This is an optimization exercise on Yosys and OpenROAD, whose aim is small area, not a production implementation. Where RTL was checked, it was by simulation tests only, not by an equivalence proof against the original. The RTL of run 1 was laid out without a check of its function. Power and IR drop assume default switching activity.

$ cat flow/flow/run.sh
#!/bin/bash
# Own layout flow: the standard ORFS flow (standard.sh, all steps), with
#  - an area-oriented ABC mapping script (abc.script) in place of ORFS's speed script,
#  - the smallest buffer for the port buffers ORFS puts on every input and output,
#  - clock tree of clkbuf_4 cells without dummy loads.
# Everything else (synthesis script, floorplan, power grid, taps, CTS, routing) is ORFS's.
set -euo pipefail
W=$(pwd)
rm -rf "$W/scripts"
cp -r "$FLOW_HOME/scripts" "$W/scripts"
cp "$W/flow/abc.script" "$W/scripts/abc_speed.script"
cp "$W/flow/abc.script" "$W/scripts/abc_area.script"
bash "$W/standard.sh" "SCRIPTS_DIR=$W/scripts" \
	"BUFFER_PORTS_ARGS=-buffer_cell sky130_fd_sc_hd__buf_1" \
	"CTS_ARGS=-sink_clustering_enable -repair_clock_nets -dont_use_dummy_load -buf_list sky130_fd_sc_hd__clkbuf_8 -sink_clustering_size 20 -sink_clustering_max_diameter 80" \
	finish > "$W/flow_make.log" 2>&1
$ cat flow/flow/abc.script
strash
&get -n
&deepsyn -J 20
&put
dch
amap
topo
$ cat flow/standard.sh
#!/bin/bash
# synth_recipe.tcl (not shown) runs the flow's synth.tcl, then flattens the netlist and writes it again
# the make line also repeats each setting of config.mk as NAME=value (left out here)
make -C /OpenROAD-flow-scripts/flow DESIGN_CONFIG=/design/flow/config.mk WORK_HOME=/design/flow/orfs CLKGATE_MAP_FILE= SYNTH_SCRIPT=/design/flow/synth_recipe.tcl "${@:-finish}"
$ cat flow/config.mk
export PLATFORM = sky130hd
export DESIGN_NAME = top
export DESIGN_NICKNAME = top
export VERILOG_FILES = /design/flow/design.v
export SDC_FILE = /design/flow/constraint.sdc
export NUM_CORES = 4
export LEC_CHECK = 0
export CAP_MARGIN = 20
export CORE_MARGIN = 2
export CORE_UTILIZATION = 40
export PLACE_DENSITY = 0.6
export SLEW_MARGIN = 20
$ cat flow/constraint.sdc
create_clock -name core_clock -period 10.0 [get_ports {clk}]
set_input_delay 2.0000 -clock core_clock [delete_from_list [all_inputs] [get_ports {clk}]]
set_output_delay 2.0000 -clock core_clock [all_outputs]
set_load 0.01 [all_outputs]
$ cat flow/design.v
module vga_sync (
	input clk, reset,
	output [9:0] x, y,
	output hsync, vsync, video_on
	);
	reg [10:0] w;
	reg [9:0] v;
	wire wend = (w == 11'd1599);
	always @(posedge clk)
		if (!reset) begin
			w <= 11'd1;
			v <= 10'd0;
		end else begin
			w <= wend ? 11'd0 : w + 11'd1;
			if (wend) v <= (v == 10'd524) ? 10'd0 : v + 10'd1;
		end
	assign x = w[10:1];
	assign y = v;
	assign hsync = (w >= 11'd1313) & (w <= 11'd1504);
	assign vsync = (w == 11'd0) ? ((v == 10'd514) | (v == 10'd515)) : ((v == 10'd513) | (v == 10'd514));
	assign video_on = (x < 10'd640) & (y < 10'd480);
endmodule
module render (
	input clk, reset,
	input [9:0] x, y, xs,
	input [8:0] ys, p1, p2,
	input video_on,
	input [1:0] gs,
	input pre,
	output reg hit,
	output [11:0] rgb
	);
	wire neg = (xs[9:3] == 7'h7f);    
	wire [9:0] bx = x - xs;
	wire [9:0] by = y - {1'b0, ys};
	wire ball_on = ~neg & (bx <= 10'd16) & (by <= 10'd16);
	wire [8:0] pr = (pre ? (xs[9] & ~xs[8]) : x[9]) ? p2 : p1;
	wire [9:0] q = (pre ? {1'b0, ys} : y) - {1'b0, pr};
	wire hitc = (pr >= 9'd20) & ((q <= 10'd51) | (q >= 10'd997));
	always @(posedge clk)
		hit <= (((xs < 10'd30) | neg) | ((xs > 10'd594) & ~neg)) & hitc;
	wire pv = (q < 10'd40);
	wire pad1_on = (x >= 10'd20) & (x <= 10'd40) & pv;
	wire pad2_on = (x >= 10'd600) & (x <= 10'd620) & pv;
	reg c, b;
	always @(posedge clk)
		if (!reset) begin
			c <= 1'b0; b <= 1'b0;
		end else if (!pre) case (gs)
			2'b01: begin
				c <= pad1_on | (~pad2_on & ball_on);
				b <= ~pad1_on & (pad2_on | ball_on);
			end
			2'b10: begin c <= 1'b1; b <= 1'b0; end
			2'b11: begin c <= 1'b0; b <= 1'b1; end
			default: begin c <= 1'b0; b <= 1'b0; end
		endcase
	wire rc = video_on & c, rb = video_on & b, rw = rc & b;
	assign rgb = {rb, rb, rw, rw, rc, rc, rc, rc, rb, rb, rw, rw};
endmodule
module clock_divider (
	input clk, reset,
	output step, pre
	);
	reg [11:0] dv;
	assign step = ((dv & 12'h3ff) == 12'h22e);     
	assign pre = ((dv & 12'h9ff) == 12'h8e8);      
	wire dwrap = ((dv & 12'hedf) == 12'h618);      
	wire r = ~reset | dwrap;
	always @(posedge clk) begin
		dv[11:1] <= ~({11{r}} | dv[10:0]);
		dv[0] <= ~r & (dv[10] ^ dv[11]);
	end
endmodule
module ball (
	input clk, reset, step,
	input [1:0] gs,
	input hit,    
	output reg [9:0] xs,
	output reg [8:0] ys,
	output reg [2:0] s1, s2
	);
	function [9:0] ud10(input [9:0] a, input en, input dn);
		integer i;
		reg t;
		begin
			t = en;
			for (i = 0; i < 10; i = i + 1) begin
				ud10[i] = a[i] ^ t;
				t = t & (a[i] ^ dn);
			end
		end
	endfunction
	function [2:0] inc3(input [2:0] a, input en);
		inc3 = {a[2] ^ (en & a[1] & a[0]), a[1] ^ (en & a[0]), a[0] ^ en};
	endfunction
	reg dx, dy;    
	wire en = step & (gs == 2'b01);
	wire outr = (xs == 10'd624);
	wire outl = (xs == 10'd1016);
	wire out = outr | outl;
	wire dxn = dx ^ hit ^ out;
	wire dyn = dy ^ (ys == 9'd1) ^ (ys == 9'd463) ^ out;
	wire ld = ~reset | (en & out);
	wire [9:0] xsn = ud10(xs, en, ~dxn);
	wire [9:0] ysn = ud10({1'b0, ys}, en, dyn);
	always @(posedge clk) begin
		dx <= ~reset | (en ? dxn : dx);
		dy <= ~reset | (en ? dyn : dy);
		xs <= ld ? 10'd312 : xsn;
		ys <= ld ? 9'd232 : ysn[8:0];
		s1 <= reset ? inc3(s1, en & outr) : 3'd0;
		s2 <= reset ? inc3(s2, en & outl) : 3'd0;
	end
endmodule
module paddle (
	input clk, reset, step,
	input button, button1, button2, button3,
	output reg [8:0] p1, p2
	);
	function [8:0] ud9(input [8:0] a, input en, input dn);
		integer i;
		reg t;
		begin
			t = en;
			for (i = 0; i < 9; i = i + 1) begin
				ud9[i] = a[i] ^ t;
				t = t & (a[i] ^ dn);
			end
		end
	endfunction
	wire up1 = ~button & (p1 != 9'd0), dn1 = ~button1 & (p1 != 9'd440);
	wire up2 = ~button2 & (p2 != 9'd0), dn2 = ~button3 & (p2 != 9'd440);
	always @(posedge clk)
		if (!reset) begin
			p1 <= 9'd220;
			p2 <= 9'd220;
		end else begin
			p1 <= ud9(p1, step & (up1 | dn1), up1);
			p2 <= ud9(p2, step & (up2 | dn2), up2);
		end
endmodule
module game_state (
	input clk, reset,
	input [2:0] s1, s2,
	output reg [1:0] gs
	);
	always @(posedge clk)
		if (!reset) gs <= 2'b00;
		else if (s1 == 3'd5) gs <= 2'b10;
		else if (s2 == 3'd5) gs <= 2'b11;
		else gs <= 2'b01;
endmodule
module seven_seg (
	input reset,
	input [2:0] s1, s2,
	output [6:0] seg1, seg2
	);
	function [6:0] sdec(input [2:0] s);
		case (s)
			3'd0: sdec = 7'b1000000;
			3'd1: sdec = 7'b1111001;
			3'd2: sdec = 7'b0100100;
			3'd3: sdec = 7'b0110000;
			3'd4: sdec = 7'b0011001;
			3'd5: sdec = 7'b0010010;
			default: sdec = 7'bxxxxxxx;
		endcase
	endfunction
	assign seg1 = reset ? sdec(s2) : 7'b1111111;
	assign seg2 = reset ? sdec(s1) : 7'b1111111;
endmodule
module Timer (
	input clk, reset,
	output [6:0] seg_left, seg_right
	);
	reg [15:0] tc;
	wire tick = ((tc & 16'h7fff) == 16'h7a1a);    
	wire r = ~reset | tick;
	always @(posedge clk) begin
		tc[15:1] <= ~({15{r}} | tc[14:0]);
		tc[0] <= ~r & (tc[12] ^ tc[15]);
	end
	reg [2:0] tt;
	reg [4:0] ju;
	reg [2:0] tt_n;
	always @(*)
		case (tt)
			3'd0: tt_n = 3'd1; 3'd1: tt_n = 3'd2; 3'd2: tt_n = 3'd3; 3'd3: tt_n = 3'd4;
			3'd4: tt_n = 3'd5; 3'd5: tt_n = 3'd6; 3'd6: tt_n = 3'd7; default: tt_n = 3'd0;
		endcase
	wire u9 = ju[4] & ~ju[3];
	always @(posedge clk)
		if (tick) begin
			if (tt[2] & tt[1]) begin    
				tt <= tt_n; ju <= {4'd0, ~reset & ~tt[0]};
			end else begin
				if (u9) tt <= tt_n;
				ju <= {ju[3:0], ~ju[4]};
			end
		end else if (!reset) begin
			tt <= 3'd0; ju <= 5'd0;
		end
	reg [3:0] tu;
	always @(*)
		case (ju)
			5'b00000: tu = 4'd0; 5'b00001: tu = 4'd1; 5'b00011: tu = 4'd2; 5'b00111: tu = 4'd3;
			5'b01111: tu = 4'd4; 5'b11111: tu = 4'd5; 5'b11110: tu = 4'd6; 5'b11100: tu = 4'd7;
			5'b11000: tu = 4'd8; 5'b10000: tu = 4'd9; default: tu = 4'bxxxx;
		endcase
	wire blank = ((tt == 3'd0) & (ju == 5'd0)) | ((tt == 3'd7) & ju[0]);
	reg [6:0] sl, sr;
	always @(*) begin
		case (tu)
			4'd0: sr = 7'b1000000;
			4'd1: sr = 7'b1111001;
			4'd2: sr = 7'b0100100;
			4'd3: sr = 7'b0110000;
			4'd4: sr = 7'b0011001;
			4'd5: sr = 7'b0010010;
			4'd6: sr = 7'b0000010;
			4'd7: sr = 7'b1111000;
			4'd8: sr = 7'b0000000;
			4'd9: sr = 7'b0011000;
			default: sr = 7'bxxxxxxx;
		endcase
		case (tt)
			3'd0: sl = 7'b1000000;
			3'd1: sl = 7'b1111001;
			3'd2: sl = 7'b0100100;
			3'd3: sl = 7'b0110000;
			3'd4: sl = 7'b0011001;
			3'd5: sl = 7'b0010010;
			default: sl = 7'b0000010;
		endcase
	end
	assign seg_left = blank ? 7'b1111111 : sl;
	assign seg_right = blank ? 7'b1111111 : sr;
endmodule
module top (
	input clk, reset, button, button1, button2, button3,
	output [11:0] rgb,
	output hsync, vsync,
	output [6:0] seg1, seg2,
	output [6:0] seg_left, seg_right
	);
	wire [9:0] x, y, xs;
	wire [8:0] ys, p1, p2;
	wire [2:0] s1, s2;
	wire [1:0] gs;
	wire video_on, step, pre, hit;
	vga_sync v1 (.clk(clk), .reset(reset), .x(x), .y(y), .hsync(hsync), .vsync(vsync), .video_on(video_on));
	clock_divider c1 (.clk(clk), .reset(reset), .step(step), .pre(pre));
	paddle pd (.clk(clk), .reset(reset), .step(step), .button(button), .button1(button1),
		.button2(button2), .button3(button3), .p1(p1), .p2(p2));
	ball b1 (.clk(clk), .reset(reset), .step(step), .gs(gs), .hit(hit), .xs(xs), .ys(ys), .s1(s1), .s2(s2));
	game_state g1 (.clk(clk), .reset(reset), .s1(s1), .s2(s2), .gs(gs));
	render r1 (.clk(clk), .reset(reset), .x(x), .y(y), .video_on(video_on), .xs(xs), .ys(ys),
		.p1(p1), .p2(p2), .gs(gs), .pre(pre), .hit(hit), .rgb(rgb));
	seven_seg ss (.reset(reset), .s1(s1), .s2(s2), .seg1(seg1), .seg2(seg2));
	Timer t1 (.clk(clk), .reset(reset), .seg_left(seg_left), .seg_right(seg_right));
endmodule
==> impl_metrics.py, run 1 <==
metrics = {
    "cells_and_area": {
        "layout.nets": 951,
        "num_antenna_cells": 0,
        "fin_util_pct": 43.8,
        "register_area_sq_um": 2300,
        "drive_above_1_share_pct": 1.67,
        "multi_input_area_sq_um": 3500,
        "areaGrowthSynthToFinish_pct": 7.81,
        "n_fill_cell": 1682,
    },
    "floorplanning": {
        "die_w_microns": 131,
        "num_rows": 46,
        "core_sq_um": 15800,
        "boundaryPins": 48,
        "dieHeight_microns": 131,
        "initial_core_util_pct": 40.6,
        "dieArea_sq_um": 17000,
    },
    "synth": {
        "syn_area_sq_um": 6400,
        "ys_ff_latch": 111,
        "synth_top_cell_by_area": "dfxtp_1",
        "ys_seq_area_share_pct": 35.9,
        "synth_top_area_share_pct": 32.2,
        "synth_area_leaders": "dfxtp_1 32%, nor2_1 10%, ha_1 8.4%",
        "synth_cells": 853,
        "synth_warnings": 8,
        "synthFlopType": "dfxtp_1",
        "yosysMostFrequentCell": "nor2_1",
        "synth_cell_types": 50,
        "synth_edf_count": 8,
        "synth_common_cells": "171 x nor2_1, 131 x clkinv_1, 103 x dfxtp_1, 59 x o21ai_0, 47 x a21oi_1",
        "async_flop_share_pct": 0,
        "avgSynthCellArea_sq_um": 7.51,
        "syn_nets": 903,
    },
    "global_route": {
        "grt_pass1_wl_mm": 24.9,
        "grt_pass1_vias": 5257,
        "gr-total-overflow": 0,
        "gr-usage-all-layers_pct": 18.3,
        "antenna_found_initial": 0,
        "grt_max_degree": 28,
    },
    "sta": {
        "hold_violations": 0,
        "setup_tns_ps": 0,
        "max_freq_mhz": 162,
        "max-slew-margin-rel_pct": 25.4,
        "finalSetupViolCount": 0,
        "finalCritPeriodShare_pct": 61.7,
        "clock-skew-final_ps": 36.5,
        "worstMarginPinSlew_ps": 1110,
        "slew_violations": 0,
        "fin_crit_ps": 6170,
        "rsz0062_at_grt": "false",
    },
    "placed_design": {
        "dp_hpwl_mm": 11.4,
        "place.gp.congestion": 0.889,
        "io_buffers": 47,
    },
    "routing": {
        "via_count": 5817,
        "drt_iter0_markers": 332,
        "avgRoutedWirePerCell_microns": 13.2,
        "ant_nets": 0,
        "drc": 0,
        "firstDrtPassIters": 4,
        "routed_via_density": 5.22,
        "routed_wl_mm": 14.7,
    },
    "clock_tree": {
        "cts_setup_buffers": 0,
        "cts-root-buf": "clkbuf_8",
        "ctsHoldBuffers": 0,
        "cts-buffers-inserted": 9,
        "cts_tree": "done",
        "insertion_delay_ps": 400,
        "clockBufferDepth": 2,
        "htreeDepth": 3,
        "clock_sinks": 111,
        "clk_pin_slew_ps": 120,
        "cts_resized": 0,
    },
    "pwr": {
        "total_power_mw": 0.743,
        "p_clk_share_pct": 30.1,
        "vdd_ir_drop_max_mv": 0.0578,
        "swShare_pct": 24.8,
        "p_switching_mw": 0.184,
        "p_per_area_nw_per_um2": 108,
        "intPower_mw": 0.558,
        "power_frac_seq_pct": 62.9,
        "cellLeakagePower_nw": 2.44,
        "comb_power_share_pct": 7.0,
    },
    "critical_path": {
        "worstPathArrival_ps": 6450,
        "r2r_setup_slack_ps": 3830,
        "cp-start-kind": "flip-flop",
        "worst-path-buf-inv": 6,
        "critical_path_class": "flip-flop to flip-flop",
        "critPathSlowestCell": "o22ai_1",
        "rr_startpoint": "c1.dv[7]$_DFF_P_",
        "max_stage_delay_ps": 680,
        "end_kind": "flip-flop",
        "r2r-end": "r1.c$_SDFFE_PN0P_",
        "cp_common_cell": "nor2_1",
        "worstPathRequired_ps": 10290,
        "path_max_fanout": 14,
        "cp_top_family": "compound AO/OA/AOI/OAI gates",
        "reg2reg_depth": 30,
    },
    "hold_path": {
        "hold_class": "flip-flop to flip-flop",
        "min_from": "t1.tc[8]$_DFF_P_",
        "whs_endpoint": "t1.tc[9]$_DFF_P_",
        "holdPathStages": 1,
    },
    "outcome": {
        "status": "finished clean",
    },
    "run": {
        "maxCapViolCount": 0,
    },
}
metrics by stage:
step | setup slack [ps] | instances | hold slack (ps) | instance area [sq um]
CTS | 3870 | 1115 | 399 | 6910
floorplan | 4080 | 853 | 384 | 6400
global placement | 4160 | 1106 | 398 | 6780
finish | 3830 | 1115 | 398 | 6910
global route | 2990 | 1115 | 434 | 6910
detailed placement | 3890 | 1106 | 400 | 6780
how the worst max path moves through the flow:
stage	endpoint	cells past startpoint	startpoint	slack, ps
6_report	r1.c$_SDFFE_PN0P_	30	c1.dv[7]$_DFF_P_	3830
3_5_place_dp	r1.c$_SDFFE_PN0P_	30	c1.dv[7]$_DFF_P_	3890
3_3_place_gp	r1.c$_SDFFE_PN0P_	30	c1.dv[7]$_DFF_P_	4160
5_1_grt	r1.c$_SDFFE_PN0P_	30	c1.dv[7]$_DFF_P_	2990
2_1_floorplan	r1.c$_SDFFE_PN0P_	29	c1.dv[7]$_DFF_P_	4080
4_1_cts	r1.c$_SDFFE_PN0P_	30	c1.dv[7]$_DFF_P_	3870
layout by cell type, fill, tap and decap left out, types with 7 or more instances in the layout:
| cell type | netlist | final |
|---|---|---|
| a21oi_1 | 47 | 47 |
| o211ai_1 | 7 | 7 |
| a221oi_1 | 9 | 9 |
| buf_1 | 0 | 47 |
| o22ai_1 | 23 | 23 |
| o21a_1 | 10 | 10 |
| o221ai_1 | 19 | 19 |
| dfxtp_1 | 103 | 103 |
| nor2_1 | 171 | 171 |
| edfxtp_1 | 8 | 8 |
| clkinv_1 | 131 | 131 |
| o21ai_0 | 59 | 59 |
| nand3_1 | 18 | 18 |
| nor4_1 | 12 | 12 |
| nor3_1 | 25 | 25 |
| nor2b_1 | 9 | 9 |
| nand2_1 | 45 | 45 |
| or2_0 | 7 | 7 |
| clkbuf_8 | 0 | 9 |
| ha_1 | 43 | 43 |
| a211oi_1 | 27 | 27 |
area by class of cell:
type / count / area share (%)
multi-input cells: 596 / 50.7
inverters: 131 / 7.12
well taps: 216 / 3.91
clock buffers: 9 / 1.79
repair buffers: 52 / 3.10
flip-flops and latches: 111 / 33.3
metal layers:
layer	track usage [%]	vias up	wire length (microns)
met3	2.65	16	597
met2	29.5	124	6370
met4	6.51	0	244
met1	25.0	2562	7480
li1	-	3115	-
met5	0	-	0
sequential cells by signal, summed over array words and instances (netlist names):
signal / cells
b1.dx: 1
b1.dy: 1
b1.s1: 3
b1.s2: 3
b1.xs: 10
b1.ys: 9
c1.dv: 12
g1.gs: 2
pd.p1: 9
pd.p2: 9
r1.b: 1
r1.c: 1
r1.hit: 1
t1.ju: 5
t1.tc: 16
t1.tt: 3
t1.tu: 4
v1.v: 10
v1.w: 11
power groups by stage:
stage	Sequential, mW	Clock [mW]	Combinational (mW)
finish	0.467	0.224	0.0518
global route	0.470	0.248	0.0603
CTS	0.467	0.233	0.0526
detailed placement	0.478	0	0.0522
global placement	0.478	0	0.0522
floorplan	0.475	0	0.0365
cell families after synthesis:
| logic type | synth area share, % |
|---|---|
| XOR/XNOR | 0.274 |
| adder cells (fa/ha/maj) | 8.71 |
| AND/OR/NAND/NOR | 21.6 |
| buffers and inverters | 9.44 |
| AO/OA/AOI/OAI | 24.0 |
| flip-flops | 35.9 |
==> inputs of run 2 (changes only) <==
--- a/flow/design.v
+++ b/flow/design.v
@@ -32,8 +32,19 @@
 	);
+	function [9:0] sub10(input [9:0] a, input [9:0] b);
+		integer i;
+		reg bw;
+		begin
+			bw = 1'b0;
+			for (i = 0; i < 10; i = i + 1) begin
+				sub10[i] = a[i] ^ b[i] ^ bw;
+				bw = (~a[i] & b[i]) | (~(a[i] ^ b[i]) & bw);
+			end
+		end
+	endfunction
 	wire neg = (xs[9:3] == 7'h7f);    
-	wire [9:0] bx = x - xs;
-	wire [9:0] by = y - {1'b0, ys};
+	wire [9:0] bx = sub10(x, xs);
+	wire [9:0] by = sub10(y, {1'b0, ys});
 	wire ball_on = ~neg & (bx <= 10'd16) & (by <= 10'd16);
 	wire [8:0] pr = (pre ? (xs[9] & ~xs[8]) : x[9]) ? p2 : p1;
-	wire [9:0] q = (pre ? {1'b0, ys} : y) - {1'b0, pr};
+	wire [9:0] q = sub10(pre ? {1'b0, ys} : y, {1'b0, pr});
 	wire hitc = (pr >= 9'd20) & ((q <= 10'd51) | (q >= 10'd997));
--- a/flow/config.mk
+++ b/flow/config.mk
@@ -9,4 +9,4 @@
 export CORE_MARGIN = 2
-export CORE_UTILIZATION = 40
-export PLACE_DENSITY = 0.6
+export CORE_UTILIZATION = 65
+export PLACE_DENSITY = 0.75
 export SLEW_MARGIN = 20
==> impl_metrics.py, run 2 <==
metrics = {
    "outcome": {
        "status": "finished clean",
    },
    "routing": {
        "via_count": 5532,
        "drc": 0,
        "routed_via_density": 5.78,
        "firstDrtPassIters": 5,
        "avgRoutedWirePerCell_microns": 14.1,
        "drt_iter0_markers": 278,
        "ant_nets": 0,
        "routed_wl_mm": 13.5,
    },
    "pwr": {
        "comb_power_share_pct": 6.8,
        "power_frac_seq_pct": 64.0,
        "cellLeakagePower_nw": 2.26,
        "p_per_area_nw_per_um2": 110,
        "swShare_pct": 23.7,
        "p_clk_share_pct": 29.2,
        "vdd_ir_drop_max_mv": 0.113,
        "p_switching_mw": 0.173,
        "intPower_mw": 0.557,
    },
    "sta": {
        "max_freq_mhz": 146,
        "finalSetupViolCount": 0,
        "fin_crit_ps": 6850,
        "hold_violations": 0,
        "worstMarginPinSlew_ps": 831,
        "finalCritPeriodShare_pct": 68.5,
        "slew_violations": 0,
        "hold_slack_ps": 407,
        "max-slew-margin-rel_pct": 43.8,
        "rsz0062_at_grt": "false",
        "setup_tns_ps": 0,
        "clock-skew-final_ps": 24.6,
    },
    "critical_path": {
        "max_stage_delay_ps": 490,
        "critPathSlowestCell": "o32ai_2",
        "cp-endpoint": "r1.c$_SDFFE_PN0P_",
        "critical_path_class": "flip-flop to flip-flop",
        "r2r_setup_slack_ps": 3150,
        "cp_common_cell": "fa_1",
        "reg2reg_depth": 29,
        "path_max_fanout": 14,
        "rr_startpoint": "c1.dv[4]$_DFF_P_",
        "worstPathRequired_ps": 10260,
        "end_kind": "flip-flop",
        "worstPathArrival_ps": 7110,
        "cp-start-kind": "flip-flop",
        "cp-startpoint": "c1.dv[4]$_DFF_P_",
        "r2r-end": "r1.c$_SDFFE_PN0P_",
    },
    "cells_and_area": {
        "reg_top3": "t1.tc x16, c1.dv x12, v1.w x11",
        "num_antenna_cells": 0,
        "final_cell_mix": "139 x clkinv_1, 139 x nor2_1, 103 x dfxtp_1",
        "largest_register_ffs": 16,
        "register_area_sq_um": 2300,
        "drive_above_1_share_pct": 1.57,
        "areaGrowthSynthToFinish_pct": 6.07,
        "layout.nets": 883,
        "n_fill_cell": 785,
        "top_register": "t1.tc",
        "final_area_sq_um": 6620,
        "multi_input_area_sq_um": 3310,
    },
    "global_route": {
        "antenna_found_initial": 0,
        "grt_max_degree": 31,
        "gr-usage-all-layers_pct": 27.5,
        "grt_pass1_vias": 5028,
        "grt_pass1_wl_mm": 22.9,
        "gr-total-overflow": 0,
    },
    "clock_tree": {
        "clockBufferDepth": 2,
        "cts-root-buf": "clkbuf_8",
        "cts_setup_buffers": 0,
        "cts-buffers-inserted": 9,
        "htreeDepth": 3,
        "ctsHoldBuffers": 0,
        "cts_resized": 0,
        "insertion_delay_ps": 380,
        "clock_sinks": 111,
        "clk_pin_slew_ps": 100,
        "cts_tree": "done",
    },
    "floorplanning": {
        "initial_core_util_pct": 67.2,
        "boundaryPins": 48,
        "core_sq_um": 9280,
        "num_rows": 35,
        "dieArea_sq_um": 10400,
        "dieHeight_microns": 102,
        "die_w_microns": 102,
    },
    "synth": {
        "synth_top_area_share_pct": 33.0,
        "synthFlopType": "dfxtp_1",
        "synth_cells": 784,
        "synth_cell_types": 43,
        "ys_ff_latch": 111,
        "avgSynthCellArea_sq_um": 7.96,
        "synth_edf_count": 8,
        "syn_nets": 837,
        "ys_seq_area_share_pct": 36.9,
        "synth_warnings": 8,
        "syn_area_sq_um": 6240,
        "synth_area_leaders": "dfxtp_1 33%, clkinv_1 8.4%, nor2_1 8.4%",
        "synth_top_cell_by_area": "dfxtp_1",
        "async_flop_share_pct": 0,
        "synth_common_cells": "139 x clkinv_1, 139 x nor2_1, 103 x dfxtp_1, 53 x a21oi_1, 39 x o21ai_0",
    },
    "placed_design": {
        "io_buffers": 47,
        "dp_hpwl_mm": 10.6,
        "place.gp.congestion": 0.875,
        "place_area_sq_um": 6490,
    },
    "hold_path": {
        "holdPathStages": 1,
        "min_from": "t1.tc[5]$_DFF_P_",
        "hold_class": "flip-flop to flip-flop",
    },
    "run": {
        "maxCapViolCount": 0,
    },
}
run 2: area by class of cell:
cell class | instances | area share [%]
Tap cell | 129 | 2.44
Sequential cell | 111 | 34.8
Multi-Input combinational cell | 519 | 50.0
Inverter | 139 | 7.88
Timing Repair Buffer | 50 | 3.01
Clock buffer | 9 | 1.87
run 2: cell families (layout without fill, tap and decap cells):
group | Yosys count | in the layout | synth area share [%]
flip-flops | 111 | 111 | 36.9
buffers and inverters | 154 | 198 | 10.2
AND/OR/NAND/NOR | 267 | 267 | 19.3
adder cells (fa/ha/maj) | 47 | 47 | 12.3
AO/OA/AOI/OAI | 205 | 205 | 21.3
run 2: power groups by stage:
stage | clock network, mW | registers, mW | logic (mW)
floorplan | 0 | 0.475 | 0.0343
global placement | 0 | 0.477 | 0.0481
detailed placement | 0 | 0.478 | 0.0496
CTS | 0.220 | 0.468 | 0.0499
global route | 0.235 | 0.469 | 0.0568
finish | 0.213 | 0.468 | 0.0498
run 2: stage by stage:
stage | power (mW) | worst slack [ps] | cells | util [%]
after floorplan | 0.510 | 3750 | 784 | -
after global placement | 0.525 | 3290 | 948 | 69.9
after detailed placement | 0.528 | 2980 | 948 | 69.9
after CTS | 0.738 | 2940 | 957 | 71.2
after global routing | 0.761 | 2670 | 957 | 71.3
final | 0.730 | 3150 | 957 | 71.3
run 2: worst min path at each step:
stage / end / slack (ps)
final: t1.tc[6]$_DFF_P_ / 410
after global placement: c1.dv[1]$_DFF_P_ / 390
after floorplan: c1.dv[10]$_DFF_P_ / 380
after detailed placement: t1.tc[8]$_DFF_P_ / 400
after CTS: t1.tc[6]$_DFF_P_ / 410
after global routing: t1.tc[12]$_DFF_P_ / 430
run 2: worst max-delay path: cells and delay by family, from the launching register on:
kind,cells,cell delay [ps]
AOI/OAI and AO/OA,5,1230
adders and majority gates,9,3110
buffers and inverters,7,930
DFF,1,350
and+or+nand+nor,8,1110
run 2: per-layer routing:
metal  global-route usage, %  share of wire (%)
met1                    37.3                 46
met2                    45.0                 46
met4                    6.46                1.3
met3                    6.70                7.1
met5                       0                  0
==> inputs of run 3 (changes only) <==
--- a/flow/flow/run.sh
+++ b/flow/flow/run.sh
@@ -4,3 +4,3 @@
 #  - the smallest buffer for the port buffers ORFS puts on every input and output,
-#  - clock tree of clkbuf_4 cells without dummy loads.
+#  - a clock tree of clkbuf_8 cells without dummy loads.
 # Everything else (synthesis script, floorplan, power grid, taps, CTS, routing) is ORFS's.
==> impl_metrics.py, run 3 <==
metrics = {
    "critical_path": {
        "reg2reg_depth": 29,
        "end_kind": "flip-flop",
        "cp_common_cell": "fa_1",
        "worstPathRequired_ps": 10260,
        "r2r-end": "r1.c$_SDFFE_PN0P_",
        "max_stage_delay_ps": 490,
        "path_max_fanout": 14,
        "critPathSlowestCell": "o32ai_2",
        "rr_startpoint": "c1.dv[4]$_DFF_P_",
        "critical_path_class": "flip-flop to flip-flop",
        "r2r_setup_slack_ps": 3150,
        "worstPathArrival_ps": 7110,
        "cp-start-kind": "flip-flop",
    },
    "placed_design": {
        "dp_cells": 948,
        "place.gp.congestion": 0.875,
        "dp_slack_ps": 2980,
        "io_buffers": 47,
        "dp_hpwl_mm": 10.6,
    },
    "routing": {
        "drc": 0,
        "routed.top_layer": "met4",
        "ant_nets": 0,
        "firstDrtPassIters": 5,
        "avgRoutedWirePerCell_microns": 14.1,
        "routed_via_density": 5.78,
        "drt_iter0_markers": 278,
        "via_count": 5532,
        "dr_wl_met3_microns": 956,
        "routed-wl-met2_mm": 6.17,
        "wl_met1_mm": 6.17,
        "routed_wl_mm": 13.5,
    },
    "cells_and_area": {
        "layout.nets": 883,
        "num_antenna_cells": 0,
        "top_register": "t1.tc",
        "multi_input_area_sq_um": 3310,
        "final_cell_mix": "139 x clkinv_1, 139 x nor2_1, 103 x dfxtp_1",
        "n_fill_cell": 785,
        "drive_above_1_share_pct": 1.57,
        "largest_register_ffs": 16,
        "fin_cells": 957,
        "register_area_sq_um": 2300,
        "areaGrowthSynthToFinish_pct": 6.07,
        "reg_top3": "t1.tc x16, c1.dv x12, v1.w x11",
    },
    "outcome": {
        "status": "finished clean",
    },
    "clock_tree": {
        "cts-root-buf": "clkbuf_8",
        "cts_setup_buffers": 0,
        "cts_tree": "done",
        "clockBufferDepth": 2,
        "clk_pin_slew_ps": 100,
        "cts_resized": 0,
        "cts-buffers-inserted": 9,
        "clock_sinks": 111,
        "htreeDepth": 3,
        "insertion_delay_ps": 380,
        "ctsHoldBuffers": 0,
    },
    "synth": {
        "synth_top_cell_by_area": "dfxtp_1",
        "synth_cell_types": 43,
        "synth_edf_count": 8,
        "async_flop_share_pct": 0,
        "syn_area_sq_um": 6240,
        "ys_ff_latch": 111,
        "syn_nets": 837,
        "synth_cells": 784,
        "avgSynthCellArea_sq_um": 7.96,
        "synthFlopType": "dfxtp_1",
        "synth_common_cells": "139 x clkinv_1, 139 x nor2_1, 103 x dfxtp_1, 53 x a21oi_1, 39 x o21ai_0",
        "ys_seq_area_share_pct": 36.9,
        "synth_warnings": 8,
        "synth_top_area_share_pct": 33.0,
        "synth_area_leaders": "dfxtp_1 33%, clkinv_1 8.4%, nor2_1 8.4%",
    },
    "sta": {
        "finalCritPeriodShare_pct": 68.5,
        "max_freq_mhz": 146,
        "slew_violations": 0,
        "rsz0062_at_grt": "false",
        "fin_crit_ps": 6850,
        "worstMarginPinSlew_ps": 831,
        "setup_ws_ps": 3150,
        "max-slew-margin-rel_pct": 43.8,
        "clock-skew-final_ps": 24.6,
        "hold_slack_ps": 407,
        "setup_tns_ps": 0,
        "hold_violations": 0,
        "finalSetupViolCount": 0,
    },
    "pwr": {
        "p_clk_share_pct": 29.2,
        "cellLeakagePower_nw": 2.26,
        "comb_power_share_pct": 6.8,
        "total_power_mw": 0.730,
        "swShare_pct": 23.7,
        "intPower_mw": 0.557,
        "power_frac_seq_pct": 64.0,
        "p_switching_mw": 0.173,
        "vdd_ir_drop_max_mv": 0.113,
        "p_per_area_nw_per_um2": 110,
    },
    "floorplanning": {
        "dieHeight_microns": 102,
        "initial_core_util_pct": 67.2,
        "core_sq_um": 9280,
        "dieArea_sq_um": 10400,
        "die_w_microns": 102,
        "boundaryPins": 48,
        "num_rows": 35,
    },
    "global_route": {
        "gr-usage-all-layers_pct": 27.5,
        "antenna_found_initial": 0,
        "grt_max_degree": 31,
        "grt_pass1_vias": 5028,
        "gr-total-overflow": 0,
        "grt_pass1_wl_mm": 22.9,
    },
    "hold_path": {
        "holdPathStages": 1,
        "whs_endpoint": "t1.tc[6]$_DFF_P_",
        "hold_class": "flip-flop to flip-flop",
        "min_from": "t1.tc[5]$_DFF_P_",
    },
    "run": {
        "maxCapViolCount": 0,
    },
}
## run 3: cell counts in the layout (fill, tap and decap cells not counted)
Identical to the previous run, type by type.
## run 3: per-layer routing
layer	GRT usage [%]	up-vias
met5	0	-
li1	-	2821
met1	37.3	2516
met4	6.46	0
met2	45.0	175
met3	6.70	20
## run 3: cells by family after synthesis
kind of cell,Yosys count,share of synthesized area [%]
compound gates,205,21.3
fa+ha+maj,47,12.3
buf+inv,154,10.2
flops,111,36.9
simple gates,267,19.3
## run 3: worst max path at each step
stage                           startpoint                end  slack [ps]  cells after the start
after global routing      c1.dv[4]$_DFF_P_  r1.c$_SDFFE_PN0P_        2670                     29
after detailed placement  c1.dv[0]$_DFF_P_  r1.c$_SDFFE_PN0P_        2980                     27
after floorplan           c1.dv[0]$_DFF_P_  r1.c$_SDFFE_PN0P_        3750                     27
final                     c1.dv[4]$_DFF_P_  r1.c$_SDFFE_PN0P_        3150                     29
after global placement    c1.dv[7]$_DFF_P_  r1.c$_SDFFE_PN0P_        3290                     27
after CTS                 c1.dv[0]$_DFF_P_  r1.c$_SDFFE_PN0P_        2940                     27
## run 3: final cells by class
| cell class | count | share of cell area [%] |
|---|---|---|
| multi-input cells | 519 | 50.0 |
| flip-flops and latches | 111 | 34.8 |
| inverters | 139 | 7.88 |
| repair buffers | 50 | 3.01 |
| well taps | 129 | 2.44 |
| clock buffers | 9 | 1.87 |
## run 3: power groups by stage
stage | Sequential, mW | Clock, mW | Combinational (mW)
floorplan | 0.475 | 0 | 0.0343
global placement | 0.477 | 0 | 0.0481
detailed placement | 0.478 | 0 | 0.0496
CTS | 0.468 | 0.220 | 0.0499
global route | 0.469 | 0.235 | 0.0568
finish | 0.468 | 0.213 | 0.0498
## run 3: through the flow
step	instance area [sq um]	util [%]
final	6620	71.3
after global routing	6620	71.3
after CTS	6610	71.2
after detailed placement	6490	69.9
after global placement	6490	69.9
after floorplan	6240	-
## run 3: worst max-delay path, delay by kind of cell, from the launching register on
kind                     cells  cell delay, ps
AND/OR/NAND/NOR              8            1110
AO/OA/AOI/OAI                5            1230
buffers and inverters        7             930
adder cells (fa/ha/maj)      9            3110
flip-flops                   1             350
==> inputs of run 4 (changes only) <==
--- a/flow/flow/run.sh
+++ b/flow/flow/run.sh
@@ -4,3 +4,3 @@
 #  - the smallest buffer for the port buffers ORFS puts on every input and output,
-#  - a clock tree of clkbuf_8 cells without dummy loads.
+#  - clock tree of clkbuf_4 cells without dummy loads.
 # Everything else (synthesis script, floorplan, power grid, taps, CTS, routing) is ORFS's.
@@ -14,3 +14,3 @@
 	"BUFFER_PORTS_ARGS=-buffer_cell sky130_fd_sc_hd__buf_1" \
-	"CTS_ARGS=-sink_clustering_enable -repair_clock_nets -dont_use_dummy_load -buf_list sky130_fd_sc_hd__clkbuf_8 -sink_clustering_size 20 -sink_clustering_max_diameter 80" \
+	"CTS_ARGS=-sink_clustering_enable -repair_clock_nets -dont_use_dummy_load -root_buf sky130_fd_sc_hd__clkbuf_8 -buf_list sky130_fd_sc_hd__clkbuf_4 -sink_clustering_size 10 -sink_clustering_max_diameter 50" \
 	finish > "$W/flow_make.log" 2>&1
==> impl_metrics.py, run 4 <==
metrics = {
    "cells_and_area": {
        "register_area_sq_um": 2300,
        "layout.nets": 883,
        "final_cell_mix": "139 x clkinv_1, 139 x nor2_1, 103 x dfxtp_1",
        "top_register": "t1.tc",
        "n_fill_cell": 785,
        "drive_above_1_share_pct": 1.57,
        "reg_top3": "t1.tc x16, c1.dv x12, v1.w x11",
        "areaGrowthSynthToFinish_pct": 6.07,
        "multi_input_area_sq_um": 3310,
        "fin_util_pct": 71.3,
        "num_antenna_cells": 0,
        "largest_register_ffs": 16,
        "final_area_sq_um": 6620,
    },
    "synth": {
        "avgSynthCellArea_sq_um": 7.96,
        "synth_cells": 784,
        "synth_common_cells": "139 x clkinv_1, 139 x nor2_1, 103 x dfxtp_1, 53 x a21oi_1, 39 x o21ai_0",
        "synth_top_cell_by_area": "dfxtp_1",
        "synth_cell_types": 43,
        "synthFlopType": "dfxtp_1",
        "synth_area_leaders": "dfxtp_1 33%, clkinv_1 8.4%, nor2_1 8.4%",
        "synth_warnings": 8,
        "syn_area_sq_um": 6240,
        "synth_top_area_share_pct": 33.0,
        "ys_ff_latch": 111,
        "ys_seq_area_share_pct": 36.9,
        "async_flop_share_pct": 0,
        "synth_edf_count": 8,
        "syn_nets": 837,
    },
    "sta": {
        "hold_violations": 0,
        "fin_crit_ps": 6850,
        "slew_violations": 0,
        "max_freq_mhz": 146,
        "setup_tns_ps": 0,
        "finalSetupViolCount": 0,
        "clock-skew-final_ps": 24.6,
        "rsz0062_at_grt": "false",
        "worstMarginPinSlew_ps": 831,
        "max-slew-margin-rel_pct": 43.8,
        "finalCritPeriodShare_pct": 68.5,
        "hold_slack_ps": 407,
    },
    "global_route": {
        "grt_pass1_vias": 5028,
        "grt_pass1_wl_mm": 22.9,
        "antenna_found_initial": 0,
        "grt_max_degree": 31,
        "gr-usage-all-layers_pct": 27.5,
        "gr-total-overflow": 0,
    },
    "routing": {
        "ant_nets": 0,
        "routed_via_density": 5.78,
        "via_count": 5532,
        "avgRoutedWirePerCell_microns": 14.1,
        "routed_wl_mm": 13.5,
        "drc": 0,
        "drt_iter0_markers": 278,
        "firstDrtPassIters": 5,
    },
    "clock_tree": {
        "ctsHoldBuffers": 0,
        "cts-root-buf": "clkbuf_8",
        "cts_setup_buffers": 0,
        "cts-buffers-inserted": 9,
        "htreeDepth": 3,
        "cts_tree": "done",
        "clockBufferDepth": 2,
        "cts_resized": 0,
        "insertion_delay_ps": 380,
        "clock_sinks": 111,
        "clk_pin_slew_ps": 100,
    },
    "critical_path": {
        "cp-start-kind": "flip-flop",
        "cp_common_cell": "fa_1",
        "critPathSlowestCell": "o32ai_2",
        "worstPathRequired_ps": 10260,
        "critical_path_class": "flip-flop to flip-flop",
        "worstPathArrival_ps": 7110,
        "end_kind": "flip-flop",
        "path_max_fanout": 14,
        "max_stage_delay_ps": 490,
    },
    "placed_design": {
        "place.gp.congestion": 0.875,
        "place_area_sq_um": 6490,
        "dp_hpwl_mm": 10.6,
        "io_buffers": 47,
    },
    "floorplanning": {
        "dieHeight_microns": 102,
        "core_sq_um": 9280,
        "boundaryPins": 48,
        "initial_core_util_pct": 67.2,
        "num_rows": 35,
        "dieArea_sq_um": 10400,
        "die_w_microns": 102,
    },
    "pwr": {
        "vdd_ir_drop_max_mv": 0.113,
        "p_per_area_nw_per_um2": 110,
        "cellLeakagePower_nw": 2.26,
        "total_power_mw": 0.730,
    },
    "hold_path": {
        "hold_class": "flip-flop to flip-flop",
    },
    "run": {
        "maxCapViolCount": 0,
    },
    "outcome": {
        "status": "finished clean",
    },
}
## run 4: cell families (layout without fill, tap and decap cells)
group | Yosys count | count (layout) | synth area share (%)
flops | 111 | 111 | 36.9
simple gates | 267 | 267 | 19.3
fa+ha+maj | 47 | 47 | 12.3
compound gates | 205 | 205 | 21.3
buf+inv | 154 | 198 | 10.2
## run 4: power by group
group | total (mW) | switching (mW) | leakage, nW | internal, mW
clock network | 0.213 | 0.132 | 0.0647 | 0.0812
logic | 0.0498 | 0.0327 | 1.27 | 0.0171
registers | 0.468 | 0.00884 | 0.924 | 0.459
## run 4: through the flow
stage,instances,setup slack (ps)
CTS,957,2940
floorplan,784,3750
detailed placement,948,2980
global route,957,2670
global placement,948,3290
finish,957,3150
## run 4: routing by layer
metal	up-vias	track usage (%)	wire length (microns)
li1	2821	-	-
met1	2516	37.3	6170
met2	175	45.0	6170
met3	20	6.70	956
met4	0	6.46	172
met5	-	0	0
## run 4: cell type report
cell class	count	area share (%)
clock buffers	9	1.87
inverters	139	7.88
multi-input cells	519	50.0
flip-flops and latches	111	34.8
well taps	129	2.44
repair buffers	50	3.01
## run 4: worst paths after layout
path	start	end	slack, ps	cells after the start
worst max-delay path	c1.dv[4]$_DFF_P_	r1.c$_SDFFE_PN0P_	3150	29
worst min-delay path	t1.tc[5]$_DFF_P_	t1.tc[6]$_DFF_P_	410	1
worst max register to register	c1.dv[4]$_DFF_P_	r1.c$_SDFFE_PN0P_	3150	29
worst min register to register	t1.tc[5]$_DFF_P_	t1.tc[6]$_DFF_P_	410	1
## run 4: critical path, delay by kind of cell (launching register included)
| kind | cells | cell delay (ps) |
|---|---|---|
| buf+inv | 7 | 930 |
| fa+ha+maj | 9 | 3110 |
| compound gates | 5 | 1230 |
| simple gates | 8 | 1110 |
| flops | 1 | 350 |
==> inputs of run 5 (changes only) <==
--- a/flow/design.v
+++ b/flow/design.v
@@ -5,4 +5,6 @@
 	);
-	reg [10:0] w;
-	reg [9:0] v;
+	reg [10:0] nw;
+	reg [9:0] nv;
+	wire [10:0] w = ~nw;
+	wire [9:0] v = ~nv;
 	wire wend = (w == 11'd1599);
@@ -10,7 +12,7 @@
 		if (!reset) begin
-			w <= 11'd1;
-			v <= 10'd0;
+			nw <= ~11'd1;
+			nv <= ~10'd0;
 		end else begin
-			w <= wend ? 11'd0 : w + 11'd1;
-			if (wend) v <= (v == 10'd524) ? 10'd0 : v + 10'd1;
+			nw <= ~(wend ? 11'd0 : w + 11'd1);
+			if (wend) nv <= ~((v == 10'd524) ? 10'd0 : v + 10'd1);
 		end
@@ -89,4 +91,4 @@
 	input hit,    
-	output reg [9:0] xs,
-	output reg [8:0] ys,
+	output [9:0] xs,
+	output [8:0] ys,
 	output reg [2:0] s1, s2
@@ -107,2 +109,6 @@
 	endfunction
+	reg [9:0] nxs;
+	reg [8:0] nys;
+	assign xs = ~nxs;
+	assign ys = ~nys;
 	reg dx, dy;    
@@ -120,4 +126,4 @@
 		dy <= ~reset | (en ? dyn : dy);
-		xs <= ld ? 10'd312 : xsn;
-		ys <= ld ? 9'd232 : ysn[8:0];
+		nxs <= ~(ld ? 10'd312 : xsn);
+		nys <= ~(ld ? 9'd232 : ysn[8:0]);
 		s1 <= reset ? inc3(s1, en & outr) : 3'd0;
@@ -129,4 +135,7 @@
 	input button, button1, button2, button3,
-	output reg [8:0] p1, p2
-	);
+	output [8:0] p1, p2
+	);
+	reg [8:0] np1, np2;
+	assign p1 = ~np1;
+	assign p2 = ~np2;
 	function [8:0] ud9(input [8:0] a, input en, input dn);
@@ -146,7 +155,7 @@
 		if (!reset) begin
-			p1 <= 9'd220;
-			p2 <= 9'd220;
+			np1 <= ~9'd220;
+			np2 <= ~9'd220;
 		end else begin
-			p1 <= ud9(p1, step & (up1 | dn1), up1);
-			p2 <= ud9(p2, step & (up2 | dn2), up2);
+			np1 <= ~ud9(p1, step & (up1 | dn1), up1);
+			np2 <= ~ud9(p2, step & (up2 | dn2), up2);
 		end
==> flow/flow/run.sh (replaced) <==
#!/bin/bash
# Own layout flow: the standard ORFS flow (standard.sh, all steps), with
#  - no separate full/half-adder extraction (ADDER_MAP_FILE empty): ABC maps all logic,
#  - an area-oriented ABC mapping script (abc.script) in place of ORFS's speed script,
#  - the smallest buffer for the port buffers ORFS puts on every input and output,
#  - a clock tree of clkbuf_8 cells without dummy loads.
# Everything else (synthesis script, floorplan, power grid, taps, CTS, routing) is ORFS's.
set -euo pipefail
W=$(pwd)
rm -rf "$W/scripts"
cp -r "$FLOW_HOME/scripts" "$W/scripts"
cp "$W/flow/abc.script" "$W/scripts/abc_speed.script"
cp "$W/flow/abc.script" "$W/scripts/abc_area.script"
bash "$W/standard.sh" "SCRIPTS_DIR=$W/scripts" "ADDER_MAP_FILE=" \
	"BUFFER_PORTS_ARGS=-buffer_cell sky130_fd_sc_hd__buf_1" \
	"CTS_ARGS=-sink_clustering_enable -repair_clock_nets -dont_use_dummy_load -buf_list sky130_fd_sc_hd__clkbuf_8 -sink_clustering_size 20 -sink_clustering_max_diameter 80" \
	finish > "$W/flow_make.log" 2>&1
==> impl_metrics.py, run 5 <==
metrics = {
    "synth": {
        "ys_ff_latch": 111,
        "synthFlopType": "dfxtp_1",
        "synth_edf_count": 8,
        "avgSynthCellArea_sq_um": 7.36,
        "syn_nets": 796,
        "yosysMostFrequentCell": "nor2_1",
        "synth_warnings": 8,
        "synth_cell_types": 46,
        "ys_seq_area_share_pct": 39.6,
        "syn_area_sq_um": 5820,
        "async_flop_share_pct": 0,
        "synth_common_cells": "156 x nor2_1, 115 x clkinv_1, 103 x dfxtp_1, 49 x nand2_1, 49 x o21ai_0",
        "synth_cells": 790,
        "synth_area_leaders": "dfxtp_1 35%, nor2_1 10%, clkinv_1 7.4%",
        "synth_top_cell_by_area": "dfxtp_1",
        "synth_top_area_share_pct": 35.4,
    },
    "cells_and_area": {
        "reg_top3": "t1.tc x16, c1.dv x12, v1.nw x11",
        "layout.nets": 843,
        "areaGrowthSynthToFinish_pct": 6.15,
        "drive_above_1_share_pct": 1.68,
        "final_common_cell": "nor2_1",
        "fin_util_pct": 70.8,
        "top_register": "t1.tc",
        "largest_register_ffs": 16,
        "num_antenna_cells": 0,
        "final_cell_mix": "156 x nor2_1, 115 x clkinv_1, 103 x dfxtp_1",
    },
    "floorplanning": {
        "dieArea_sq_um": 9720,
        "die_w_microns": 98.6,
        "initial_core_util_pct": 66.7,
        "num_rows": 34,
        "dieHeight_microns": 98.6,
        "boundaryPins": 48,
        "core_sq_um": 8720,
    },
    "placed_design": {
        "place.gp.congestion": 0.932,
        "dp_hpwl_mm": 10.7,
        "io_buffers": 47,
    },
    "critical_path": {
        "critPathSlowestCell": "nor3_2",
        "worstPathArrival_ps": 7890,
        "cp_common_cell": "nand2_1",
        "end_kind": "flip-flop",
        "critical_path_class": "flip-flop to flip-flop",
        "path_max_fanout": 15,
        "worstPathRequired_ps": 10310,
        "cp-start-kind": "flip-flop",
        "max_stage_delay_ps": 770,
    },
    "outcome": {
        "status": "finished clean",
    },
    "sta": {
        "setup_tns_ps": 0,
        "fin_crit_ps": 7580,
        "hold_violations": 0,
        "slew_violations": 0,
        "clock-skew-final_ps": 31.5,
        "finalSetupViolCount": 0,
        "worstMarginPinSlew_ps": 989,
        "max_freq_mhz": 132,
        "finalCritPeriodShare_pct": 75.8,
        "rsz0062_at_grt": "false",
        "max-slew-margin-rel_pct": 33.7,
        "hold_slack_ps": 415,
    },
    "pwr": {
        "cellLeakagePower_nw": 2.04,
        "power_frac_seq_pct": 64.6,
        "p_per_area_nw_per_um2": 117,
        "p_switching_mw": 0.168,
        "intPower_mw": 0.555,
        "p_clk_share_pct": 29.3,
        "comb_power_share_pct": 6.2,
        "vdd_ir_drop_max_mv": 0.0782,
        "swShare_pct": 23.3,
    },
    "clock_tree": {
        "cts-buffers-inserted": 9,
        "clock_sinks": 111,
        "cts_setup_buffers": 0,
        "ctsHoldBuffers": 0,
        "insertion_delay_ps": 380,
        "clockBufferDepth": 2,
        "cts_tree": "done",
        "htreeDepth": 3,
        "cts-root-buf": "clkbuf_8",
        "clk_pin_slew_ps": 110,
        "cts_resized": 0,
    },
    "global_route": {
        "gr-usage-all-layers_pct": 28.7,
        "grt_max_degree": 30,
        "antenna_found_initial": 0,
        "grt_pass1_wl_mm": 23.2,
        "grt_pass1_vias": 5225,
        "gr-total-overflow": 0,
    },
    "hold_path": {
        "hold_class": "flip-flop to flip-flop",
    },
    "routing": {
        "via_count": 5838,
        "avgRoutedWirePerCell_microns": 14.8,
        "ant_nets": 0,
        "drc": 0,
        "routed_wl_mm": 13.9,
        "drt_iter0_markers": 477,
        "routed_via_density": 6.19,
        "firstDrtPassIters": 6,
    },
    "run": {
        "maxCapViolCount": 0,
    },
}
[run 5: cell count changes after synthesis, sizes merged, moves of 9 or more]
cell,before,now
a221oi,11,2
clkinv,139,115
fa,24,0
ha,23,0
nand2,38,49
nor2,139,156
o21a,7,18
o21ai,39,49
[run 5: layer usage]
| layer | global-route usage, % | share of wire (%) | vias up |
|---|---|---|---|
| met4 | 9.06 | 2.7 | 0 |
| li1 | - | - | 2931 |
| met5 | 0 | 0 | - |
| met1 | 38.0 | 45 | 2651 |
| met2 | 46.9 | 45 | 221 |
| met3 | 6.52 | 6.8 | 35 |
[run 5: worst paths after layout]
check,startpoint,to,slack (ps),cells after the start
worst max register to register,c1.dv[0]$_DFF_P_,r1.c$_SDFFE_PN0N_,2420,28
worst max-delay path,c1.dv[0]$_DFF_P_,r1.c$_SDFFE_PN0N_,2420,28
worst min register to register,t1.tc[5]$_DFF_P_,t1.tc[6]$_DFF_P_,420,1
worst min-delay path,t1.tc[5]$_DFF_P_,t1.tc[6]$_DFF_P_,420,1
[run 5: logic make-up (layout without fill, tap and decap cells)]
kind of cell	Yosys count	count (layout)	share of synthesized area [%]
simple gates	304	304	23.4
buf+inv	130	175	9.36
compound gates	244	244	27.5
flops	111	111	39.6
xor+xnor	1	1	0.151
[run 5: through the flow]
stage          area, sq um  setup WS (ps)  instances  total power [mW]
2_1_floorplan         5820           3460        790             0.506
3_3_place_gp          6050           3210        934             0.519
6_report              6170           2420        943             0.723
4_1_cts               6170           2590        943             0.726
5_1_grt               6170           1650        943             0.750
3_5_place_dp          6050           2650        934             0.522
[run 5: power by group through the flow]
stage / combinational (mW) / sequential, mW / clock [mW]
3_5_place_dp: 0.0444 / 0.477 / 0
3_3_place_gp: 0.0427 / 0.476 / 0
4_1_cts: 0.0446 / 0.467 / 0.215
6_report: 0.0446 / 0.467 / 0.212
5_1_grt: 0.0501 / 0.469 / 0.231
2_1_floorplan: 0.0308 / 0.475 / 0
[run 5: layout make-up]
| class | instances | area (sq um) |
|---|---|---|
| multi-input cells | 549 | 2980 |
| fillers | 751 | 2550 |
| flip-flops and latches | 111 | 2300 |
| inverters | 115 | 432 |
| repair buffers | 51 | 206 |
| well taps | 108 | 135 |
| clock buffers | 9 | 124 |
[run 5: worst max-delay path: cells and delay by family, from the launching register on]
family	cells	cell delay [ps]
AO/OA/AOI/OAI	13	2950
AND/OR/NAND/NOR	12	3040
flip-flops	1	330
buffers and inverters	3	1150
==> inputs of run 6 (changes only) <==
--- a/flow/design.v
+++ b/flow/design.v
@@ -30,3 +30,2 @@
 	input [1:0] gs,
-	input pre,
 	output reg hit,
@@ -49,7 +48,9 @@
 	wire ball_on = ~neg & (bx <= 10'd16) & (by <= 10'd16);
-	wire [8:0] pr = (pre ? (xs[9] & ~xs[8]) : x[9]) ? p2 : p1;
-	wire [9:0] q = sub10(pre ? {1'b0, ys} : y, {1'b0, pr});
+	wire s = x[9] & x[8] & ~x[4];
+	wire [8:0] pr = (s ? (xs[9] & ~xs[8]) : x[9]) ? p2 : p1;
+	wire [9:0] q = sub10(s ? {1'b0, ys} : y, {1'b0, pr});
 	wire hitc = (pr >= 9'd20) & ((q <= 10'd51) | (q >= 10'd997));
 	always @(posedge clk)
-		hit <= (((xs < 10'd30) | neg) | ((xs > 10'd594) & ~neg)) & hitc;
+		if (!reset) hit <= 1'b0;
+		else if (s) hit <= (((xs < 10'd30) | neg) | ((xs > 10'd594) & ~neg)) & hitc;
 	wire pv = (q < 10'd40);
@@ -61,3 +62,3 @@
 			c <= 1'b0; b <= 1'b0;
-		end else if (!pre) case (gs)
+		end else case (gs)
 			2'b01: begin
@@ -75,3 +76,3 @@
 	input clk, reset,
-	output step, pre
+	output step
 	);
@@ -79,3 +80,2 @@
 	assign step = ((dv & 12'h3ff) == 12'h22e);     
-	assign pre = ((dv & 12'h9ff) == 12'h8e8);      
 	wire dwrap = ((dv & 12'hedf) == 12'h618);      
@@ -270,5 +270,5 @@
 	wire [1:0] gs;
-	wire video_on, step, pre, hit;
+	wire video_on, step, hit;
 	vga_sync v1 (.clk(clk), .reset(reset), .x(x), .y(y), .hsync(hsync), .vsync(vsync), .video_on(video_on));
-	clock_divider c1 (.clk(clk), .reset(reset), .step(step), .pre(pre));
+	clock_divider c1 (.clk(clk), .reset(reset), .step(step));
 	paddle pd (.clk(clk), .reset(reset), .step(step), .button(button), .button1(button1),
@@ -278,3 +278,3 @@
 	render r1 (.clk(clk), .reset(reset), .x(x), .y(y), .video_on(video_on), .xs(xs), .ys(ys),
-		.p1(p1), .p2(p2), .gs(gs), .pre(pre), .hit(hit), .rgb(rgb));
+		.p1(p1), .p2(p2), .gs(gs), .hit(hit), .rgb(rgb));
 	seven_seg ss (.reset(reset), .s1(s1), .s2(s2), .seg1(seg1), .seg2(seg2));
==> impl_metrics.py, run 6 <==
metrics = {
    "sta": {
        "max-slew-margin-rel_pct": 44.5,
        "fin_crit_ps": 6620,
        "setup_tns_ps": 0,
        "finalSetupViolCount": 0,
        "slew_violations": 0,
        "clock-skew-final_ps": 28.5,
        "hold_slack_ps": 411,
        "hold_violations": 0,
        "worstMarginPinSlew_ps": 825,
        "finalCritPeriodShare_pct": 66.2,
        "max_freq_mhz": 151,
        "rsz0062_at_grt": "false",
    },
    "routing": {
        "firstDrtPassIters": 5,
        "drc": 0,
        "drt_iter0_markers": 299,
        "avgRoutedWirePerCell_microns": 15.3,
        "routed_wl_mm": 14.4,
        "via_count": 5746,
        "routed_via_density": 6.11,
        "ant_nets": 0,
    },
    "critical_path": {
        "cp-start-kind": "flip-flop",
        "worstPathArrival_ps": 6890,
        "rr_startpoint": "v1.nw[5]$_SDFF_PN1_",
        "max_stage_delay_ps": 650,
        "critical_path_class": "flip-flop to flip-flop",
        "worstPathRequired_ps": 10270,
        "path_max_fanout": 14,
        "cp-startpoint": "v1.nw[5]$_SDFF_PN1_",
        "critPathSlowestCell": "o21ai_1",
        "end_kind": "flip-flop",
    },
    "synth": {
        "synth_top_cell_by_area": "dfxtp_1",
        "synth_warnings": 8,
        "synthMuxAreaShare_pct": 0,
        "synth_common_cells": "160 x nor2_1, 116 x clkinv_1, 103 x dfxtp_1, 64 x nand2_1, 49 x o21ai_0",
        "synthAdderAreaFrac_pct": 0,
        "ys_ff_latch": 111,
        "synth_area_leaders": "dfxtp_1 36%, nor2_1 10%, clkinv_1 7.5%",
        "synth_top_family_by_area": "compound AO/OA/AOI/OAI gates",
        "yosysMostFrequentCell": "nor2_1",
        "synth_edf_count": 8,
        "synth_xor_xnor_area_share_pct": 0,
        "synth_top_area_share_pct": 35.6,
        "synth-simple-area-share_pct": 23.1,
        "syn_nets": 794,
        "synthFlopType": "dfxtp_1",
        "synth_cells": 788,
        "synth_cell_types": 46,
        "avgSynthCellArea_sq_um": 7.34,
        "synth-compound-area-share_pct": 27.7,
        "async_flop_share_pct": 0,
        "syn_area_sq_um": 5790,
        "ys_seq_area_share_pct": 39.8,
    },
    "global_route": {
        "antenna_found_initial": 0,
        "grt_pass1_wl_mm": 24.2,
        "gr-total-overflow": 0,
        "grt_pass1_vias": 5300,
        "gr-usage-all-layers_pct": 30.2,
        "grt_max_degree": 33,
    },
    "pwr": {
        "p_per_area_nw_per_um2": 119,
        "cellLeakagePower_nw": 2.13,
        "vdd_ir_drop_max_mv": 0.0843,
    },
    "cells_and_area": {
        "layout.nets": 841,
        "fin_util_pct": 70.7,
        "reg_top3": "t1.tc x16, c1.dv x12, v1.nw x11",
        "drive_above_1_share_pct": 1.56,
        "top_register": "t1.tc",
        "final_common_cell": "nor2_1",
        "num_antenna_cells": 0,
        "areaGrowthSynthToFinish_pct": 6.10,
        "largest_register_ffs": 16,
        "n_fill_cell": 761,
        "final_cell_mix": "160 x nor2_1, 116 x clkinv_1, 103 x dfxtp_1",
    },
    "outcome": {
        "status": "finished clean",
    },
    "placed_design": {
        "dp_hpwl_mm": 11.1,
        "place.gp.congestion": 0.944,
        "io_buffers": 47,
    },
    "floorplanning": {
        "num_rows": 34,
        "die_w_microns": 98.3,
        "initial_core_util_pct": 66.7,
        "core_sq_um": 8680,
        "dieHeight_microns": 98.3,
        "dieArea_sq_um": 9670,
        "boundaryPins": 48,
    },
    "clock_tree": {
        "htreeDepth": 3,
        "cts_setup_buffers": 0,
        "cts-root-buf": "clkbuf_8",
        "cts_resized": 0,
        "clk_pin_slew_ps": 110,
        "cts_tree": "done",
        "clock_sinks": 111,
        "clockBufferDepth": 2,
        "cts-buffers-inserted": 9,
        "ctsHoldBuffers": 0,
        "insertion_delay_ps": 370,
    },
    "run": {
        "maxCapViolCount": 0,
    },
    "hold_path": {
        "min_from": "c1.dv[6]$_DFF_P_",
        "hold_class": "flip-flop to flip-flop",
    },
}
==> run 6: cell count changes in the layout (fill, tap and decap cells not counted), moves of 5 or more <==
cell / change
a31oi_1: -8
a22oi_1: -6
o21a_1: -8
a221oi_1: +9
nand2_1: +15
nor3_1: -5
==> run 6: power by group <==
group	internal (mW)	switching, mW
clock network	0.0813	0.134
logic	0.0151	0.0301
registers	0.458	0.00834
==> run 6: worst paths after layout <==
kind	endpoint	slack, ps	cells after the start
setup / recovery	r1.b$_SDFF_PN0_	3380	31
hold / removal	c1.dv[7]$_DFF_P_	410	1
setup reg to reg	r1.b$_SDFF_PN0_	3380	31
hold reg to reg	c1.dv[7]$_DFF_P_	410	1
==> run 6: metrics by stage <==
step	worst slack, ps	total power [mW]	std cells	instance area [sq um]
3_3_place_gp	3430	0.519	932	6010
3_5_place_dp	3190	0.522	932	6010
6_report	3380	0.728	941	6140
2_1_floorplan	3370	0.505	788	5790
4_1_cts	3160	0.732	941	6140
5_1_grt	2780	0.751	941	6140
==> run 6: final cells by class <==
cell class                      count  area (sq um)  area share (%)
Multi-Input combinational cell    546          2940            47.8
Sequential cell                   111          2300            37.5
Inverter                          116           435            7.09
Timing Repair Buffer               51           206            3.36
Tap cell                          108           135            2.20
Clock buffer                        9           124            2.02
==> run 6: worst max-delay path, delay by kind of cell (launching register included) <==
family / cells / cell delay [ps]
and+or+nand+nor: 10 / 1980
DFF: 1 / 420
buffers and inverters: 5 / 1190
AOI/OAI and AO/OA: 16 / 2950
==> run 6: metal layers <==
layer  global-route usage (%)  wire length [microns]  vias up
li1                         -                      -     2913
met1                     38.1                   6310     2601
met2                     52.1                   7030      198
met3                     5.37                    745       34
met4                     10.9                    366        0
met5                        0                      0        -
==> run 6: cells by family after synthesis <==
family          count (synthesis)
simple gates                  306
buf+inv                       131
compound gates                240
flops                         111

re-timing with driven ports:
How much do the figures lean on ideal ports? The routed layouts below were timed once more, with nothing changed but the port constraints.
Step 1: set_driving_cell puts a clkbuf_16 on clk and a buf_2 on each other input, an assumption about the parent block.
Step 2 also shifts input and output timing later by t, the mid clock arrival at the registers, as if the neighbouring blocks saw the same clock.
a / b / c = ideal / step 1 / step 2; a / b = the first two.
run | t, ns | setup WS [ns] | latest minus earliest clock arrival (ns) | cell pins on the clock port's net
run 1 | 0.424 | 3.832 / 3.832 / 3.832 | 0.038 / 0.037 | 1
run 2 | 0.398 | 3.148 / 3.148 / 3.148 | 0.024 / 0.024 | 1
run 3 | 0.398 | 3.148 / 3.148 / 3.148 | 0.024 / 0.024 | 1
run 4 | 0.398 | 3.148 / 3.148 / 3.148 | 0.024 / 0.024 | 1
run 5 | 0.398 | 2.421 / 2.421 / 2.421 | 0.032 / 0.032 | 1
run 6 | 0.392 | 3.383 / 3.383 / 3.383 | 0.028 / 0.028 | 1
After both steps setup and hold are still met in every run listed.
